Source: an optimization exercise on an open RTL-to-GDS flow (aim: small area). Production flows keep margins and buffers that such runs may drop. The RTL was checked by simulation tests, not by an equivalence proof against the original design. Power and IR drop assume default switching activity.

==> module add32, before the edit <==
module add32 (
    input  [31:0] a, b,
    input         cin,
    output [31:0] sum, p, g,
    output        c31, cout
);
wire [30:1] c;
genvar i;
generate for (i = 0; i < 32; i = i + 1) begin : h
    c_ha u (a[i], b[i], p[i], g[i]);
    c_xor2 x (p[i], (i == 0) ? cin : (i == 31) ? c31 : c[i], sum[i]);
end endgenerate
cla #(32, 1, 1) cy (p, g, cin, {c31, c}, cout);
endmodule
Settings: LEC_CHECK=0, CAP_MARGIN=20, CORE_MARGIN=2, CORE_UTILIZATION=58, CTS_BUF_LIST=sky130_fd_sc_hd__clkbuf_16, CTS_CLUSTER_DIAMETER=80, CTS_CLUSTER_SIZE=24, SETUP_SLACK_MARGIN=0.3, SLEW_MARGIN=20, SYNTH_HIERARCHICAL=1; clock period 12.5 ns.
standard.sh (not shown) runs the stock make flow with config.mk's settings and CLKGATE_MAP_FILE= SYNTH_SCRIPT=/design/flow/synth_recipe.tcl, a recipe that flattens the netlist after the stock synthesis.
==> flow/flow/run.sh <==
#!/bin/bash
# Layout flow: the standard layout (standard.sh: ORFS synthesis to
# finish) with two changes:
#  - the port buffers are the platform's smallest buffer (buf_1) instead of
#    the delay cell buffer_ports picks by default; the resizer still
#    upsizes any of them that needs it;
#  - clock tree synthesis inserts no dummy loads (same buffer list and
#    clustering as config.mk's CTS settings).
set -euo pipefail
export BUFFER_PORTS_ARGS="-buffer_cell sky130_fd_sc_hd__buf_1"
export CTS_ARGS="-sink_clustering_enable -repair_clock_nets -sink_clustering_size 24 -sink_clustering_max_diameter 80 -buf_list sky130_fd_sc_hd__clkbuf_16 -dont_use_dummy_load"
bash standard.sh finish > standard.log 2>&1
Change:
--- a/flow/design.v
+++ b/flow/design.v
@@ -39,10 +39,53 @@
             end
         end
     end
 end endgenerate
 endmodule
+module cla32 (
+    input  [31:0] p, g,
+    input         cin,
+    output [31:1] c,
+    output        cout
+);
+wire [7:0] gb, pb;       
+genvar k;
+generate for (k = 0; k < 8; k = k + 1) begin : blk
+    localparam B = 4*k;
+    wire g10, p10, g32, p32;
+    c_a21o  ug10 (p[B+1], g[B], g[B+1], g10);
+    c_and2  up10 (p[B+1], p[B], p10);
+    c_a21o  ug32 (p[B+3], g[B+2], g[B+3], g32);
+    c_and2  up32 (p[B+3], p[B+2], p32);
+    c_a21o  ugb  (p32, g10, g32, gb[k]);
+    c_and2  upb  (p32, p10, pb[k]);
+    c_a21o  u1 (p[B],   (k == 0) ? cin : c[B], g[B],   c[B+1]);
+    c_a21o  u2 (p10,    (k == 0) ? cin : c[B], g10,    c[B+2]);
+    c_a21o  u3 (p[B+2], c[B+2],                g[B+2], c[B+3]);
+end endgenerate
+wire g10s, p10s, g32s, p32s, g30s, p30s, g54s, p54s, g76s, p76s, g74s, p74s;
+c_a21o s10g (pb[1], gb[0], gb[1], g10s);
+c_and2 s10p (pb[1], pb[0], p10s);
+c_a21o s32g (pb[3], gb[2], gb[3], g32s);
+c_and2 s32p (pb[3], pb[2], p32s);
+c_a21o s30g (p32s, g10s, g32s, g30s);
+c_and2 s30p (p32s, p10s, p30s);
+c_a21o s54g (pb[5], gb[4], gb[5], g54s);
+c_and2 s54p (pb[5], pb[4], p54s);
+c_a21o s76g (pb[7], gb[6], gb[7], g76s);
+c_and2 s76p (pb[7], pb[6], p76s);
+c_a21o s74g (p76s, g54s, g76s, g74s);
+c_and2 s74p (p76s, p54s, p74s);
+c_a21o b1 (pb[0], cin,   gb[0], c[4]);
+c_a21o b2 (p10s,  cin,   g10s,  c[8]);
+c_a21o b3 (pb[2], c[8],  gb[2], c[12]);
+c_a21o b4 (p30s,  cin,   g30s,  c[16]);
+c_a21o b5 (pb[4], c[16], gb[4], c[20]);
+c_a21o b6 (p54s,  c[16], g54s,  c[24]);
+c_a21o b7 (pb[6], c[24], gb[6], c[28]);
+c_a21o b8 (p74s,  c[16], g74s,  cout);
+endmodule
 module inc30 (
     input  [31:2] a,
     output [31:2] y
 );
 wire [31:4] c;
@@ -238,11 +281,11 @@
 genvar i;
 generate for (i = 0; i < 32; i = i + 1) begin : h
     c_ha u (a[i], b[i], p[i], g[i]);
     c_xor2 x (p[i], (i == 0) ? cin : (i == 31) ? c31 : c[i], sum[i]);
 end endgenerate
-cla #(32, 1, 1) cy (p, g, cin, {c31, c}, cout);
+cla32 cy (p, g, cin, {c31, c}, cout);
 endmodule
 module shift_sel (
     input  [4:0] amtn,
     input        lt, rt, tsh,
     output [4:0] sl, sr, sn
Hold slack is better by 0.0058 ns.
Die area hardly moves.
Final cell count increases slightly.
Synthesized cell count increases slightly.
Power increases slightly.
Design area increases slightly.
Combinational power increases by a few percent.
Via count increases slightly.
Setup slack is better by 0.0053 ns.
Sequential power stays flat.
Global-route usage increases by 2.2 points.
Clock power barely changes.

==> what the ideal ports hide <==
Ports are ideal in the flow. The routed layouts listed here were re-timed in OpenROAD.
Step 1 sets driving cells, clkbuf_16 on the clock port and buf_2 on the other inputs (assumed; they add their load-dependent delay and slew).
Step 2 adds t to the input delays and takes it off the output delays; t is the mean of the earliest and latest rising clock arrival at the registers after step 1. Input paths then give back, and output paths get back, about the clock's delay inside the block.
Slacks: ideal ports / drivers / drivers and shift; pairs: ideal ports / drivers.
run	t (ns)	setup WS [ns]	worst data-port slew with drivers (ns)
the first run	0.708	0.229 / 0.206 / 0.206	0.06
the second run	0.697	0.234 / 0.184 / 0.184	0.07
After both steps every run listed still meets setup and hold. The setup slack of the second run, which loses most, moves by -0.050 ns with the drivers and by -0.050 ns with both steps.
